Source: an optimization exercise on an open RTL-to-GDS flow (aim: small area and a short achievable clock period). Production flows keep margins and buffers that such runs may drop. RTL that was checked went through simulation tests only; none was proved equivalent to the original. Only the layout flow was run in run 2; the RTL was not checked for function there. Power and IR drop assume default switching activity.

==> flow/design.v, too long to show whole: its modules and the start of the top module <==
// module register: 14 lines
// module alu_pre: 590 lines
// module alu_post: 196 lines
// module execute: 30 lines
// module simd_alu_top: 44 lines
module simd_alu_top (
    input  logic         clk,
    input  logic         rst,
    input  logic         overwriteFlags,
    input  logic [2:0]   pcWrEn,
    input  logic [2:0]   ExecuteOp,
    input  logic [127:0] vect1,
    input  logic [127:0] vect2,
    output logic [127:0] vectOut,
    output logic         pcWrEnOut
);
  // ...
==> flow/flow/run.sh <==
#!/bin/bash
# Standard layout, with one netlist clean-up between synthesis and floorplan:
# flow/fixinv.py removes the inverters that Yosys's full-adder extraction
# leaves between full adders (a full adder is self-dual, so flipping the
# polarity of some adders cancels them). Registers are not touched.
# Every port is buffered as in the standard flow, with the library's smallest
# buffer (buf_1) rather than buffer_ports' default pick.
# Timing repair aims at a setup slack of $MARGIN ns at the design's clock.
set -euo pipefail
MARGIN=6.5
RES=orfs/results/$FLOW_PLATFORM/simd_alu_top/base
bash standard.sh synth > synth.log 2>&1
python3 flow/fixinv.py $RES/1_2_yosys.v $RES/1_2_yosys.fixinv.v > fixinv.log 2>&1
cp $RES/1_2_yosys.v $RES/1_2_yosys.orig.v
mv $RES/1_2_yosys.fixinv.v $RES/1_2_yosys.v
rm -f $RES/1_synth.odb $RES/1_synth.sdc
bash standard.sh SETUP_SLACK_MARGIN=$MARGIN "BUFFER_PORTS_ARGS=-buffer_cell sky130_fd_sc_hd__buf_1" finish > layout.log 2>&1
==> flow/flow/fixinv.py <==
#!/usr/bin/env python3
"""Removes inverters between full adders in a flat sky130 netlist written by Yosys.

A full adder is self-dual: FA(~a, ~b, ~c) = (~cout, ~sum). Each fa cell may
therefore be "flipped" (its outputs then carry the complements of their
values, and its inputs must be fed complemented) without changing the
circuit. This picks flips greedily to minimise the number of nets that need
an inverted copy, then rewrites the netlist with one inverter per such net.

usage: fixinv.py IN.v OUT.v"""
import re
import sys

INV = re.compile(r"sky130_fd_sc_hd__(clk)?inv_\d+$")
FA = re.compile(r"sky130_fd_sc_hd__fa_\d+$")
OUT_PINS = {"X", "Y", "Q", "Q_N", "SUM", "COUT", "HI", "LO"}

src = open(sys.argv[1]).read()
m = re.search(r"^module\s+(\S+)\s*\((.*?)\);", src, re.S | re.M)
head_end = src.index(";", m.end() - 1) + 1
end = src.rindex("endmodule")
body = re.sub(r"\(\*.*?\*\)", "", src[head_end:end], flags=re.S)

# split the body into statements
stmts = [s.strip() for s in re.split(r";\s*\n", body) if s.strip()]
cells = []          # [type, name, [(pin, net)]]
others = []         # declarations and assigns, kept verbatim
ports_out = set()
cell_re = re.compile(r"^(sky130_fd_sc_hd__\w+)\s+(\S+)\s*\((.*)\)\s*$", re.S)
pin_re = re.compile(r"\.(\w+)\(\s*((?:\\\S+\s)|[^()]*?)\s*\)")
for s in stmts:
    s2 = s.rstrip(";").strip()
    cm = cell_re.match(s2)
    if cm:
        pins = [(p, n.strip()) for p, n in pin_re.findall(cm.group(3))]
        cells.append([cm.group(1), cm.group(2), pins])
    else:
        others.append(s2)
        om = re.match(r"output\s+(?:\[(\d+):(\d+)\]\s+)?(\S+)", s2)
        if om:
            if om.group(1):
                hi, lo = int(om.group(1)), int(om.group(2))
                for i in range(min(hi, lo), max(hi, lo) + 1):
                    ports_out.add(f"{om.group(3)}[{i}]")
            else:
                ports_out.add(om.group(3))
# nets used by assign statements count as fixed loads/drivers: keep them untouched
assign_nets = set()
for s in others:
    if s.startswith("assign"):
        for tok in re.findall(r"\\\S+|[A-Za-z_][\w$]*(?:\[\d+\])?", s[6:]):
            assign_nets.add(tok)

# inverters we may remove: output not a port and not used by an assign
inv_of = {}
removable = set()
for i, (t, name, pins) in enumerate(cells):
    if INV.match(t):
        d = dict(pins)
        y, a = d.get("Y"), d.get("A")
        if y and a and y not in ports_out and y not in assign_nets and a not in assign_nets:
            inv_of[y] = a
            removable.add(i)

def lit(net):
    pol = 0
    seen = 0
    while net in inv_of and seen < 100:
        net = inv_of[net]
        pol ^= 1
        seen += 1
    return net, pol

driver_fa = {}      # base net -> fa cell index
fa_ids = []
for i, (t, name, pins) in enumerate(cells):
    if FA.match(t):
        fa_ids.append(i)
        for p, n in pins:
            if p in ("SUM", "COUT"):
                driver_fa[n] = i

# loads: (cell index, pin, base, pol)
loads = []
for i, (t, name, pins) in enumerate(cells):
    if i in removable:
        continue
    for p, n in pins:
        if p in OUT_PINS:
            continue
        b, pol = lit(n)
        loads.append((i, p, b, pol))

x = {i: 0 for i in fa_ids}
loads_by_net = {}
for k, (i, p, b, pol) in enumerate(loads):
    loads_by_net.setdefault(b, []).append(k)
nets_of_fa = {i: set() for i in fa_ids}
for k, (i, p, b, pol) in enumerate(loads):
    if i in x:
        nets_of_fa[i].add(b)
for b, i in driver_fa.items():
    nets_of_fa[i].add(b)

def need_inv(k):
    i, p, b, pol = loads[k]
    par = pol ^ x.get(driver_fa.get(b, -1), 0)
    if i in x:
        par ^= x[i]
    return par

def net_cost(b):
    return 1 if any(need_inv(k) for k in loads_by_net.get(b, ())) else 0

def total():
    return sum(net_cost(b) for b in loads_by_net)

before = total()
improved = True
rounds = 0
while improved and rounds < 50:
    improved = False
    rounds += 1
    for f in fa_ids:
        nets = nets_of_fa[f]
        c0 = sum(net_cost(b) for b in nets)
        x[f] ^= 1
        c1 = sum(net_cost(b) for b in nets)
        if c1 < c0:
            improved = True
        else:
            x[f] ^= 1
after = total()

# rewrite
new_inv = {}
out_cells = []
for i, (t, name, pins) in enumerate(cells):
    if i in removable:
        continue
    newpins = []
    for p, n in pins:
        if p in OUT_PINS:
            newpins.append((p, n))
            continue
        b, pol = lit(n)
        par = pol ^ x.get(driver_fa.get(b, -1), 0)
        if i in x:
            par ^= x[i]
        if par:
            if b not in new_inv:
                new_inv[b] = f"fixinv_n{len(new_inv)}"
            newpins.append((p, new_inv[b]))
        else:
            newpins.append((p, b))
    out_cells.append((t, name, newpins))

lines = [src[:head_end]]
for s in others:
    lines.append("  " + s + " ;")
for b, nn in new_inv.items():
    lines.append(f"  wire {nn};")
for t, name, pins in out_cells:
    ps = ",\n".join(f"    .{p}({n}{' ' if n.startswith(chr(92)) else ''})" for p, n in pins)
    lines.append(f"  {t} {name} (\n{ps}\n  );")
for k, (b, nn) in enumerate(new_inv.items()):
    bb = b + (" " if b.startswith("\\") else "")
    lines.append(f"  sky130_fd_sc_hd__inv_1 fixinv_{k} (\n    .A({bb}),\n    .Y({nn})\n  );")
lines.append("endmodule")
open(sys.argv[2], "w").write("\n".join(lines) + "\n")
sys.stderr.write(f"fixinv: {len(fa_ids)} full adders, {sum(x.values())} flipped; "
                 f"{len(removable)} inverters removed, {len(new_inv)} inserted "
                 f"(nets needing inversion {before} -> {after})\n")
==> flow/standard.sh <==
#!/bin/bash
# synth_recipe.tcl (not shown) runs the flow's synth.tcl, then flattens the netlist and writes it again
# the make line also repeats each setting of config.mk as NAME=value (left out here)
make -C /OpenROAD-flow-scripts/flow DESIGN_CONFIG=/design/flow/config.mk WORK_HOME=/design/flow/orfs CLKGATE_MAP_FILE= SYNTH_SCRIPT=/design/flow/synth_recipe.tcl "${@:-finish}"
==> flow/config.mk <==
export PLATFORM = sky130hd
export DESIGN_NAME = simd_alu_top
export DESIGN_NICKNAME = simd_alu_top
export VERILOG_FILES = /design/flow/design.v
export SDC_FILE = /design/flow/constraint.sdc
export NUM_CORES = 4
export LEC_CHECK = 0
export CAP_MARGIN = 20
export CELL_PAD_IN_SITES_DETAIL_PLACEMENT = 2
export CELL_PAD_IN_SITES_GLOBAL_PLACEMENT = 4
export CORE_MARGIN = 2
export CORE_UTILIZATION = 30
export SLEW_MARGIN = 20
==> flow/constraint.sdc <==
create_clock -name core_clock -period 12.0 [get_ports {clk}]
set_input_delay 2.4000 -clock core_clock [delete_from_list [all_inputs] [get_ports {clk}]]
set_output_delay 2.4000 -clock core_clock [all_outputs]
set_load 0.01 [all_outputs]
==> flow_metrics.py, run 1 <==
metrics = {
    "status": {
        "outcome": "timing/DRC/antenna clean",
    },
    "layout": {
        "seq_cells": 679,
        "clkCellAreaFrac_pct": 3.678,
        "final_cell_mix": "xnor2_1 (967), a22oi_1 (857), fa_1 (770), dfxtp_1 (676), inv_1 (663)",
        "num-nonclk-inverters": 694,
        "multi_input_area_share_pct": 66.26,
        "n_antenna_cell": 31,
        "dominant_cells": "multi-input combinational cells",
        "multi_input_area_sq_um": 62800,
        "area_growth_pct": 17.70,
        "buf_share_pct": 8.066,
    },
    "clock_tree": {
        "cts-buffers-inserted": 98,
        "cts_tree": "done",
        "insertion_delay_ns": 0.88,
        "htreeDepth": 3,
        "clock-sinks": 679,
        "post-cts-setup-buffer-count": 141,
    },
    "yosys": {
        "avgSynthCellArea_sq_um": 8.903,
    },
    "critical_path": {
        "cp_cell_sequence": "clkbuf_16, and2b_4, buf_12, nand2_8, buf_12, clkbuf_16, buf_4, a21oi_4, a22oi_1, xnor2_1, fa_1, fa_1, fa_2, ha_1",
        "worstSetupPathType": "in -> reg",
        "start_kind": "input pin",
        "r2r-end": "execute_stage.negative_flag_register.dataOut$_DFFE_PP0P_",
        "r2r_slack_ns": 6.64,
        "cp.depth": 14,
    },
    "power": {
        "switching_share_pct": 48.80,
        "seq-power_uw": 3290,
        "power_leader": "combinational cells",
        "pwr.group.combinational_uw": 11800,
        "p_sw_uw": 8929,
        "p_clk_share_pct": 17.6,
        "p_comb_share_pct": 64.4,
    },
    "route": {
        "wl_met2_um": 205200,
        "drc_errors": 0,
        "firstDrtPassIters": 6,
        "routed_wl_um": 438300,
    },
    "timing": {
        "finalMaxSlewViolations": 0,
        "tightest_slew_ns": 1.201,
        "rsz0062_at_grt": "true",
        "hold_viol_final": 0,
    },
    "floorplan": {
        "initial_utilization_pct": 30.11,
    },
    "global_route": {
        "grt_max_degree": 95,
    },
    "place": {
        "port_buffers": 393,
    },
}
==> module execute, before the edit <==
module execute #(
    parameter NQ = 136
) (
    input  logic            clk, reset, overwriteFlags,
    input  logic [2:0]      pcWrEn,
    input  logic [4*NQ-1:0] q,         
    input  logic [3:0]      a31,       
    output logic [127:0]    vectOut,
    output logic            pcWrEnOut
);
    logic [1:0] NZ_flags;
    logic [3:0] negativeFlags, zeroFlags;
    genvar i;
    generate for (i = 0; i < 4; i = i + 1) begin : alu_block
        alu_post alu (
            .q(q[NQ*i +: NQ]), .result(vectOut[32*i +: 32]), .zero(zeroFlags[i])
        );
        assign negativeFlags[i] = (a31[i] != vectOut[32*i + 31]) && !zeroFlags[i];
    end endgenerate
    register #(1) negative_flag_register (
        .clk(clk), .reset(reset), .enable(overwriteFlags),
        .dataIn(|negativeFlags), .dataOut(NZ_flags[0])
    );
    register #(1) zeroFlag_register (
        .clk(clk), .reset(reset), .enable(overwriteFlags),
        .dataIn(&zeroFlags), .dataOut(NZ_flags[1])
    );
    assign pcWrEnOut = (pcWrEn[2] & ~NZ_flags[1]) | (pcWrEn[1] & NZ_flags[1]) |
                       (pcWrEn[0] & NZ_flags[0]);
endmodule
==> module simd_alu_top, before the edit <==
module simd_alu_top (
    input  logic         clk,
    input  logic         rst,
    input  logic         overwriteFlags,
    input  logic [2:0]   pcWrEn,
    input  logic [2:0]   ExecuteOp,
    input  logic [127:0] vect1,
    input  logic [127:0] vect2,
    output logic [127:0] vectOut,
    output logic         pcWrEnOut
);
    localparam NQ = 136;
    logic            overwriteFlags_q;
    logic [2:0]      pcWrEn_q;
    logic [4*NQ-1:0] q_d, q_q;
    logic [3:0]      a31_q;
    logic [127:0]    vectOut_d;
    genvar i;
    generate for (i = 0; i < 4; i = i + 1) begin : lane
        alu_pre alu_pre (
            .a(vect1[32*i +: 32]), .b(vect2[32*i +: 32]), .op(ExecuteOp),
            .q(q_d[NQ*i +: NQ])
        );
    end endgenerate
    always_ff @(posedge clk) begin
        overwriteFlags_q <= overwriteFlags;
        pcWrEn_q         <= {pcWrEn == 3'b100, pcWrEn == 3'b010, pcWrEn == 3'b001};
        q_q              <= q_d;
        a31_q            <= {vect1[127], vect1[95], vect1[63], vect1[31]};
        vectOut          <= vectOut_d;
    end
    execute #(
        .NQ(NQ)
    ) execute_stage (
        .clk(clk),
        .reset(rst),
        .overwriteFlags(overwriteFlags_q),
        .pcWrEn(pcWrEn_q),
        .q(q_q),
        .a31(a31_q),
        .vectOut(vectOut_d),
        .pcWrEnOut(pcWrEnOut)
    );
endmodule
==> inputs of run 2 (changes only) <==
--- a/flow/design.v
+++ b/flow/design.v
@@ -802,31 +802,40 @@
     parameter NQ = 136
 ) (
     input  logic            clk, reset, overwriteFlags,
-    input  logic [2:0]      pcWrEn,
+    input  logic [2:0]      pcWrEn,    
     input  logic [4*NQ-1:0] q,         
     input  logic [3:0]      a31,       
-    output logic [127:0]    vectOut,
+    output logic [127:0]    vectOut_d,
+    input  logic [127:0]    vectOut_q,
     output logic            pcWrEnOut
 );
-    logic [1:0] NZ_flags;
-    logic [3:0] negativeFlags, zeroFlags;
+    logic [3:0] zeroFlags, zero_q, a31_q, negativeFlags;
+    logic       Z, N_stored, N, pendN;
     genvar i;
     generate for (i = 0; i < 4; i = i + 1) begin : alu_block
         alu_post alu (
-            .q(q[NQ*i +: NQ]), .result(vectOut[32*i +: 32]), .zero(zeroFlags[i])
+            .q(q[NQ*i +: NQ]), .result(vectOut_d[32*i +: 32]), .zero(zeroFlags[i])
         );
-        assign negativeFlags[i] = (a31[i] != vectOut[32*i + 31]) && !zeroFlags[i];
+        assign negativeFlags[i] = (a31_q[i] != vectOut_q[32*i + 31]) && !zero_q[i];
     end endgenerate
-    register #(1) negative_flag_register (
-        .clk(clk), .reset(reset), .enable(overwriteFlags),
-        .dataIn(|negativeFlags), .dataOut(NZ_flags[0])
-    );
+    always_ff @(posedge clk) begin
+        zero_q <= zeroFlags;
+        a31_q  <= a31;
+    end
     register #(1) zeroFlag_register (
         .clk(clk), .reset(reset), .enable(overwriteFlags),
-        .dataIn(&zeroFlags), .dataOut(NZ_flags[1])
+        .dataIn(&zeroFlags), .dataOut(Z)
+    );
+    register #(1) pend_register (
+        .clk(clk), .reset(reset), .enable(1'b1),
+        .dataIn(overwriteFlags), .dataOut(pendN)
+    );
+    assign N = pendN ? |negativeFlags : N_stored;
+    register #(1) negative_flag_register (
+        .clk(clk), .reset(reset), .enable(pendN),
+        .dataIn(|negativeFlags), .dataOut(N_stored)
     );
-    assign pcWrEnOut = (pcWrEn[2] & ~NZ_flags[1]) | (pcWrEn[1] & NZ_flags[1]) |
-                       (pcWrEn[0] & NZ_flags[0]);
+    assign pcWrEnOut = (pcWrEn[2] & ~Z) | (pcWrEn[1] & Z) | (pcWrEn[0] & N);
 endmodule
 module simd_alu_top (
     input  logic         clk,
@@ -868,7 +877,8 @@
         .pcWrEn(pcWrEn_q),
         .q(q_q),
         .a31(a31_q),
-        .vectOut(vectOut_d),
+        .vectOut_d(vectOut_d),
+        .vectOut_q(vectOut),
         .pcWrEnOut(pcWrEnOut)
     );
 endmodule
==> flow_metrics.py, run 2 <==
metrics = {
    "global_route": {
        "grt_pass1_wl_um": 602700,
        "grt_pass1_vias": 78693,
        "grt.total_usage_pct": 30.43,
        "overflow": 0,
        "grt_max_degree": 112,
        "antenna_found_initial": 64,
    },
    "critical_path": {
        "worstSetupPathType": "in -> reg",
        "cp.depth": 15,
        "crit_buf_inv": 7,
        "cp_top_family": "adder cells",
        "start_kind": "input pin",
        "crit_fanout": 23,
        "max_stage_delay_ns": 0.59,
        "cp-end-kind": "flop",
        "cp_cell_sequence": "buf_8, nor3b_4, buf_4, buf_6, buf_16, buf_4, and2_2, buf_12, a22oi_1, xnor2_1, fa_2, fa_1, fa_1, inv_1, fa_2",
        "crit_arrival_ns": 6.41,
        "crit_required_ns": 12.80,
        "r2r_cells": 14,
        "cp_slowest_cell": "fa_1",
    },
    "clock_tree": {
        "cts_tree": "done",
        "cts.path.max_buffers": 4,
        "htreeDepth": 3,
        "clock-sinks": 688,
        "cts_hold_buffers": 0,
        "cts-root-buf": "clkbuf_16",
        "insertion_delay_ns": 0.91,
        "path_clk_slew_ns": 0.06,
        "cts-buffers-inserted": 102,
    },
    "yosys": {
        "ys_warn_count": 4,
        "syn_inst": 8887,
        "avgSynthCellArea_sq_um": 9.036,
        "syn-cell-area_sq_um": 80300,
        "syn-num-nets": 10500,
    },
    "route": {
        "routedWlPerCell_um": 34.04,
        "vias_per_cell": 5.830,
        "num_vias": 74407,
        "routed_wl_um": 434400,
        "firstDrtPassIters": 6,
        "drtIter0Drc": 6261,
        "drc_errors": 0,
        "ant_nets": 0,
    },
    "layout": {
        "fin_cells": 12762,
        "largestRegisters": "q_q: 541 flops, vectOut: 128 flops",
        "final_cell_mix": "xnor2_1 (990), a22oi_1 (844), fa_1 (705), dfxtp_1 (685), inv_1 (624)",
        "multi_input_area_sq_um": 63010,
        "final_common_cell": "xnor2_1",
        "nNetsFinal": 10744,
        "layout-drive-gt1-share_pct": 15.88,
        "top_register": "q_q",
        "fillers": 29078,
        "largest_register_ffs": 541,
        "area_growth_pct": 19.12,
        "regArea_sq_um": 13790,
    },
    "power": {
        "finalPower_uw": 17990,
        "p_sw_uw": 8787,
        "power_frac_seq_pct": 18.5,
        "p_per_area_nw_per_um2": 188.1,
        "p_comb_share_pct": 64.3,
        "p_clk_share_pct": 17.2,
        "switching_share_pct": 48.84,
        "vdd_ir_drop_max_uv": 324.3,
        "p_int_uw": 9204,
        "p_leak_uw": 0.03776,
    },
    "timing": {
        "setup_viol": 0,
        "worst_slack_ns": 6.391,
        "min_period_ns": 5.609,
        "worst_clock_skew_ns": 0.07201,
        "slew_headroom_pct": 17.28,
        "fin_crit_sh_pct": 46.74,
        "max_freq_mhz": 178.3,
        "tightest_slew_ns": 1.228,
        "rsz0062_at_grt": "true",
        "finalSetupTns_ns": 0,
        "hold_viol_final": 0,
        "finalMaxSlewViolations": 0,
    },
    "floorplan": {
        "core_sq_um": 265800,
        "die_y_um": 521.4,
        "die_area_sq_um": 271800,
        "rows": 189,
        "initial_utilization_pct": 30.21,
        "fp.dieW_um": 521.4,
        "io_pins": 394,
    },
    "hold_path": {
        "hold_class": "reg -> reg",
        "hold_depth": 0,
    },
    "place": {
        "post-dp-hpwl_um": 293500,
        "place_congestion": 0.8513,
        "dp_slack_ns": 3.984,
        "dpl.cell_count": 12234,
        "port_buffers": 393,
    },
    "status": {
        "outcome": "timing/DRC/antenna clean",
    },
    "job": {
        "drv_cap": 0,
    },
}
run 2: worst reg2reg max path, delay by kind of cell, from the launching register on:
kind / cells / cell delay [ns]
flops: 1 / 0.83
buf+inv: 1 / 0.09
simple gates: 5 / 1.52
fa+ha+maj: 3 / 1.04
xor+xnor: 1 / 0.45
compound gates: 4 / 1.28
run 2: area by class of cell:
class                           count  area share, %
Timing Repair Buffer             1005          8.859
Multi-Input combinational cell   6672          65.87
Inverter                          662          2.698
Antenna cell                       24        0.06278
Tap cell                         3533          4.621
Sequential cell                   688          14.41
Clock inverter                     38         0.4892
Clock buffer                      140          2.985
run 2: per-layer routing:
metal  routed length, um  GRT usage, %
met4               13580         8.770
met1              192900         41.94
met2              200900         48.94
met5                 340             0
met3               26640         4.808
run 2: power by group through the flow:
stage                     clock network [uW]  registers (uW)  logic [uW]
after global routing                    3280            3400       12700
final                                   3090            3330       11600
after floorplan                            0            3400        7080
after detailed placement                   0            3380       11600
after global placement                     0            3370       11400
after CTS                               3190            3340       11800
run 2: path summary, 6_finish.rpt:
| kind | from | endpoint | slack, ns |
|---|---|---|---|
| max | ExecuteOp[0] | q_q[110]$_DFF_P_ | 6.39 |
| min | a31_q[3]$_DFF_P_ | execute_stage.a31_q[3]$_DFF_P_ | 0.33 |
| max reg2reg | q_q[408]$_DFF_P_ | vectOut[95]$_DFF_P_ | 6.67 |
| min reg2reg | a31_q[3]$_DFF_P_ | execute_stage.a31_q[3]$_DFF_P_ | 0.33 |
| max in group asynchronous | rst | execute_stage.zeroFlag_register.dataOut$_DFFE_PP0P_ | 10.50 |
| min in group asynchronous | rst | execute_stage.negative_flag_register.dataOut$_DFF_PP0_ | 1.37 |
run 2: what timing repair did:
item	4_1_cts	5_1_grt
pin swaps	24	70
setup endpoints to repair	351	133
resized for setup	236	210
cloned	23	39
setup buffers	107	157
run 2: stage by stage:
stage | hold slack (ns) | cell area, sq um | utilization, %
CTS | 0.3302 | 92590 | 34.83
floorplan | 0.3096 | 82620 | -
global placement | 0.3107 | 86670 | 32.61
finish | 0.3280 | 95660 | 35.99
global route | 0.3372 | 95630 | 35.98
detailed placement | 0.3153 | 86680 | 32.61

separate check: timing with driven ports:
Ports are ideal in the flow. The routed layouts listed here were re-timed in OpenROAD. Step 1 sets driving cells, clkbuf_16 on the clock port and buf_2 on the other inputs (assumed; they add their load-dependent delay and slew). Step 2 adds t to the input delays and takes it off the output delays; t is the mean of the earliest and latest rising clock arrival at the registers after step 1. Input paths then give back, and output paths get back, about the clock's delay inside the block. Slacks: ideal ports / drivers / drivers and shift; pairs: ideal ports / drivers.
| run | shift t [ns] | setup slack, ns | worst setup path at the end | latest minus earliest clock arrival (ns) | worst register clock-pin slew, ns |
|---|---|---|---|---|---|
| run 1 | 0.948 | 6.488 / 6.242 / 5.295 | input to register | 0.077 / 0.077 | 0.07 / 0.07 |
| run 2 | 0.971 | 6.391 / 6.287 / 5.316 | input to register | 0.090 / 0.090 | 0.07 / 0.07 |
After both steps setup and hold are still met in every run listed. The setup slack of run 1, which loses most, moves by -0.246 ns with the drivers and by -1.193 ns with both steps.
